From an optimization exercise on the open Yosys and OpenROAD flow, aimed at small area and a short achievable clock period; shortcuts taken in it are not production practice. RTL that was checked went through simulation tests only; none was proved equivalent to the original. No activity file was given, so power comes from the tool's default toggle rates.

==> module softplus8_pla, before the edit <==
module softplus8_pla (
    input  wire clk,
    input  wire rst,
    input  wire signed [15:0] x,
    output wire [15:0] y
);
  wire tz0 = ~|x[6:0];
  wire big0 = x[15] ? ~&x[14:11] : |x[14:11];
  wire [4:0] cl0;
  assign cl0[0] = (~tz0 & x[8] & x[9] & ~x[10] & ~x[15]) | (~tz0 & x[7] & x[8] & x[9] & ~x[10]) | (x[7] & x[8] & x[9] & ~x[10] & ~x[15]) | (~x[7] & ~x[8] & ~x[9] & x[10]) | (~x[8] & ~x[9] & x[10] & x[15]) | (tz0 & ~x[8] & ~x[9] & x[10]) | (tz0 & ~x[7] & ~x[9] & x[10] & x[15]);
  assign cl0[1] = (~tz0 & x[7] & x[8] & ~x[9] & ~x[10] & ~x[15]) | (~x[8] & x[9] & ~x[10] & ~x[15]) | (tz0 & ~x[7] & x[9] & ~x[10] & ~x[15]) | (~tz0 & x[8] & ~x[9] & x[10] & x[15]) | (~x[7] & ~x[8] & x[9] & x[10] & x[15]) | (tz0 & ~x[8] & x[9] & x[10] & x[15]) | (x[7] & x[8] & ~x[9] & x[10] & x[15]);
  assign cl0[2] = (~x[8] & ~x[9] & ~x[10] & ~x[15]) | (~x[7] & ~x[9] & ~x[10] & ~x[15]) | (tz0 & ~x[9] & ~x[10] & ~x[15]) | (~tz0 & x[7] & x[9] & x[10] & x[15]) | (x[8] & x[9] & x[10] & x[15]);
  assign cl0[3] = (~tz0 & x[7] & x[10] & ~x[15]) | (x[8] & x[10] & ~x[15]) | (x[9] & x[10] & ~x[15]);
  assign cl0[4] = (~x[9] & ~x[10] & x[15]) | (tz0 & ~x[7] & ~x[8] & ~x[10] & x[15]);
  wire [7:0] K0;
  assign K0[0] = (~tz0 & ~x[7] & x[8] & ~x[15]) | (x[7] & ~x[8] & ~x[9] & x[15]) | (x[8] & x[9] & x[10]) | (~x[9] & ~x[10]) | (x[7] & ~x[8] & ~x[10]) | (~x[7] & ~x[8] & x[9] & x[15]) | (~x[7] & x[10] & ~x[15]) | (~tz0 & x[7] & x[9] & x[15]) | (~tz0 & ~x[7] & x[8] & x[10]);
  assign K0[1] = (~x[7] & ~x[8] & x[9]) | (~x[8] & ~x[10] & x[15]) | (x[7] & x[8] & x[10]) | (x[7] & ~x[9] & x[10]) | (~tz0 & ~x[7] & ~x[10] & ~x[15]) | (tz0 & ~x[7] & x[8] & ~x[9]) | (~tz0 & x[7] & x[10]) | (~tz0 & x[8] & ~x[9] & ~x[15]);
  assign K0[2] = (~x[7] & x[10] & ~x[15]) | (~x[7] & x[9] & x[10]) | (tz0 & x[9] & x[10]) | (x[8] & x[9] & x[15]) | (x[7] & ~x[8] & ~x[10] & ~x[15]) | (~x[7] & x[8] & x[15]) | (~tz0 & x[7] & ~x[9] & ~x[10]) | (~tz0 & ~x[8] & ~x[9] & ~x[10]);
  assign K0[3] = (~tz0 & x[9] & ~x[15]) | (~x[9] & x[15]) | (~x[7] & x[8] & x[10]) | (tz0 & x[7] & ~x[10] & ~x[15]) | (~x[8] & x[9] & ~x[15]) | (x[7] & ~x[8] & ~x[9] & ~x[10]);
  assign K0[4] = (~x[7] & ~x[8] & x[9] & ~x[15]) | (x[7] & ~x[8] & x[9] & x[10]) | (~x[7] & x[8] & x[9] & x[10]) | (x[7] & ~x[8] & ~x[9] & ~x[10]) | (x[7] & x[8] & ~x[9] & x[10]) | (tz0 & ~x[7] & ~x[9] & ~x[10]) | (~x[7] & x[8] & ~x[9] & ~x[10]);
  assign K0[5] = (tz0 & ~x[7] & ~x[9] & ~x[10]) | (~x[8] & x[9] & x[10]) | (~tz0 & x[8] & ~x[9] & ~x[15]);
  assign K0[6] = (x[7] & ~x[8] & ~x[9] & ~x[10]) | (~x[7] & x[8] & x[9] & x[10]);
  assign K0[7] = (~x[7] & ~x[8] & ~x[9] & ~x[10]) | (x[7] & x[8] & x[9] & x[10]);
  wire pos0 = ~x[15] & ~(tz0 & ~|x[14:7]);       
  wire zero0 = big0 ? x[15] : cl0[4];
  wire seg70 = big0 ? ~x[15] : cl0[3];
  wire [2:0] jh0 = big0 ? 3'd0 : cl0[2:0];         
  wire [7:0] Ke0 = zero0 ? 8'd0 : seg70 ? 8'd9 : K0;
  reg [14:7] xh1;
  reg [6:0] v1;
  reg [2:0] jh1;
  reg [7:0] K1;
  reg pos1, seg71, ci1;
  wire [6:0] t1 = v1 ^ {7{pos1}};
  wire [12:0] w = {6'd0, v1};
  wire [12:0] rA = jh1[2] ? w << 5 : jh1[1] ? w << 3 : jh1[0] ? w << 1 : 13'd0;
  wire [12:0] rB = jh1[2] ? w << 3 : jh1[1] ? w << 2 : jh1[0] ? w : 13'd0;
  wire [12:0] rC = jh1[2] ? w << 1 : jh1[1] ? w : 13'd0;
  wire [6:0] kc = pos1 ? (jh1[2] ? 7'd42 : jh1[1] ? 7'd13 : jh1[0] ? 7'd3 : 7'd0) : 7'd0;
  wire [12:0] s1 = rA ^ rB ^ rC;
  wire [12:0] c1 = ((rA & rB) | (rA & rC) | (rB & rC)) << 1;
  wire [8:0] lo = {2'b0, s1[6:0]} + {2'b0, c1[6:0]} + {2'b0, kc};
  wire usep = pos1 | seg71;
  wire [9:0] Pl = usep ? {2'b0, xh1[7], t1} : 10'd0;
  wire [9:0] An = seg71 ? {3'b111, ~xh1[14:8]} : 10'd0;
  wire [9:0] PK = Pl + {2'b0, K1} + An + {9'd0, ci1};
  reg [6:0] ph2;
  reg [9:0] PK2;
  reg [5:0] S2, C2;
  reg [1:0] c72;
  wire [9:0] sl = PK2 + {4'd0, S2} + {4'd0, C2} + {8'd0, c72};
  reg [7:0] fl3;
  reg [6:0] ph3;
  reg [1:0] d3;
  wire [6:0] fh = ph3 + {{5{d3[1]}}, d3};
  reg [14:0] f4;
  always @(posedge clk) begin
    xh1 <= x[14:7]; v1 <= x[6:0] ^ {7{pos0}}; jh1 <= jh0; K1 <= Ke0;
    pos1 <= pos0; seg71 <= seg70; ci1 <= seg70 & tz0 & ~x[7];
    ph2 <= usep ? xh1[14:8] : 7'd0; PK2 <= PK; S2 <= s1[12:7]; C2 <= c1[12:7]; c72 <= lo[8:7];
    fl3 <= sl[7:0]; ph3 <= ph2; d3 <= sl[9:8];
  end
  always @(posedge clk or posedge rst)
    if (rst) f4 <= 15'd0;
    else f4 <= {fh, fl3};
  assign y = {1'b0, f4};
endmodule
==> flow/config.mk <==
export PLATFORM = sky130hd
export DESIGN_NAME = softplus8_pla
export DESIGN_NICKNAME = softplus8_pla
export VERILOG_FILES = /design/flow/design.v
export SDC_FILE = /design/flow/constraint.sdc
export NUM_CORES = 4
export LEC_CHECK = 0
export CAP_MARGIN = 20
export CORE_MARGIN = 2
export CORE_UTILIZATION = 65
export SETUP_SLACK_MARGIN = 2.9
export SLEW_MARGIN = 20
==> flow/constraint.sdc <==
create_clock -name core_clock -period 5.5 [get_ports {clk}]
set_input_delay 1.1000 -clock core_clock [delete_from_list [all_inputs] [get_ports {clk}]]
set_output_delay 1.1000 -clock core_clock [all_outputs]
set_load 0.01 [all_outputs]
run.sh (not shown) runs the stock make flow with config.mk's settings and CLKGATE_MAP_FILE= SYNTH_SCRIPT=/design/flow/synth_recipe.tcl, a recipe that flattens the netlist after the stock synthesis.
Rerun with:
--- a/flow/design.v
+++ b/flow/design.v
@@ -24,41 +24,41 @@
   wire pos0 = ~x[15] & ~(tz0 & ~|x[14:7]);       
   wire zero0 = big0 ? x[15] : cl0[4];
   wire seg70 = big0 ? ~x[15] : cl0[3];
   wire [2:0] jh0 = big0 ? 3'd0 : cl0[2:0];         
-  wire [7:0] Ke0 = zero0 ? 8'd0 : seg70 ? 8'd9 : K0;
+  wire [7:0] u0 = pos0 ? 8'd128 - {1'b0, x[6:0]} : {1'b0, x[6:0]};
   reg [14:7] xh1;
-  reg [6:0] v1;
+  reg [7:0] u1;
   reg [2:0] jh1;
   reg [7:0] K1;
-  reg pos1, seg71, ci1;
-  wire [6:0] t1 = v1 ^ {7{pos1}};
-  wire [12:0] w = {6'd0, v1};
+  reg pos1, seg71, zero1, ci1;
+  wire [12:0] w = {5'd0, u1};
   wire [12:0] rA = jh1[2] ? w << 5 : jh1[1] ? w << 3 : jh1[0] ? w << 1 : 13'd0;
   wire [12:0] rB = jh1[2] ? w << 3 : jh1[1] ? w << 2 : jh1[0] ? w : 13'd0;
   wire [12:0] rC = jh1[2] ? w << 1 : jh1[1] ? w : 13'd0;
-  wire [6:0] kc = pos1 ? (jh1[2] ? 7'd42 : jh1[1] ? 7'd13 : jh1[0] ? 7'd3 : 7'd0) : 7'd0;
   wire [12:0] s1 = rA ^ rB ^ rC;
   wire [12:0] c1 = ((rA & rB) | (rA & rC) | (rB & rC)) << 1;
-  wire [8:0] lo = {2'b0, s1[6:0]} + {2'b0, c1[6:0]} + {2'b0, kc};
+  wire [7:0] lo = {1'b0, s1[6:0]} + {1'b0, c1[6:0]};
   wire usep = pos1 | seg71;
-  wire [9:0] Pl = usep ? {2'b0, xh1[7], t1} : 10'd0;
+  wire [9:0] Pl = usep ? {2'b0, xh1[7], ~u1[6:0] & {7{~u1[7]}}} : 10'd0;
+  wire [7:0] Ke = zero1 ? 8'd0 : seg71 ? 8'd9 : K1;
   wire [9:0] An = seg71 ? {3'b111, ~xh1[14:8]} : 10'd0;
-  wire [9:0] PK = Pl + {2'b0, K1} + An + {9'd0, ci1};
+  wire [9:0] PK = Pl + {2'b0, Ke} + An + {9'd0, ci1};
   reg [6:0] ph2;
   reg [9:0] PK2;
   reg [5:0] S2, C2;
-  reg [1:0] c72;
-  wire [9:0] sl = PK2 + {4'd0, S2} + {4'd0, C2} + {8'd0, c72};
+  reg c72;
+  wire [9:0] sl = PK2 + {4'd0, S2} + {4'd0, C2} + {9'd0, c72};
   reg [7:0] fl3;
   reg [6:0] ph3;
   reg [1:0] d3;
   wire [6:0] fh = ph3 + {{5{d3[1]}}, d3};
   reg [14:0] f4;
   always @(posedge clk) begin
-    xh1 <= x[14:7]; v1 <= x[6:0] ^ {7{pos0}}; jh1 <= jh0; K1 <= Ke0;
-    pos1 <= pos0; seg71 <= seg70; ci1 <= seg70 & tz0 & ~x[7];
-    ph2 <= usep ? xh1[14:8] : 7'd0; PK2 <= PK; S2 <= s1[12:7]; C2 <= c1[12:7]; c72 <= lo[8:7];
+    xh1 <= x[14:7]; u1 <= u0; jh1 <= jh0; K1 <= K0;
+    pos1 <= pos0; seg71 <= seg70; zero1 <= zero0;
+    ci1 <= tz0 ? (seg70 & ~x[7]) : pos0;
+    ph2 <= usep ? xh1[14:8] : 7'd0; PK2 <= PK; S2 <= s1[12:7]; C2 <= c1[12:7]; c72 <= lo[7];
     fl3 <= sl[7:0]; ph3 <= ph2; d3 <= sl[9:8];
   end
   always @(posedge clk or posedge rst)
     if (rst) f4 <= 15'd0;
What happened: Via count falls by about 6%; global-route usage drops by 0.57 points; utilization increases by 0.31 points; synthesized area is lower by about 6.4%; critical path depth is lower by 2; clock power went up by 8.7%; final area shrinks by about 6%; die area came out lower by 6.1%; total power goes down by 2.7%; register-to-register slack improves by 0.28 ns.
The RTL of the first run of this note was laid out without a check of its function.

[static timing again, ports no longer ideal]
No port has a modelled driver above. Below, the same layouts with a new extraction and two added sets of constraints. Step 1, drivers: a clkbuf_16 drives clk and a buf_2 each remaining input, both assumed. Step 2 adds t to the input delays and takes it off the output delays; t is the mean of the earliest and latest rising clock arrival at the registers after step 1. Input paths then give back, and output paths get back, about the clock's delay inside the block. Slacks: ideal / step 1 / step 2; pairs: ideal / step 1.
run | shift t [ns] | setup WS [ns] | slew at the worst register clock pin (ns) | cell pins on the clock port's net
the first run | 0.389 | 2.581 / 2.581 / 2.579 | 0.10 / 0.10 | 1
the second run | 0.389 | 2.864 / 2.864 / 2.611 | 0.10 / 0.10 | 1
After both steps setup and hold are still met in every run listed. The setup slack of the second run, which loses most, moves by 0.000 ns with the drivers and by -0.253 ns with both steps.
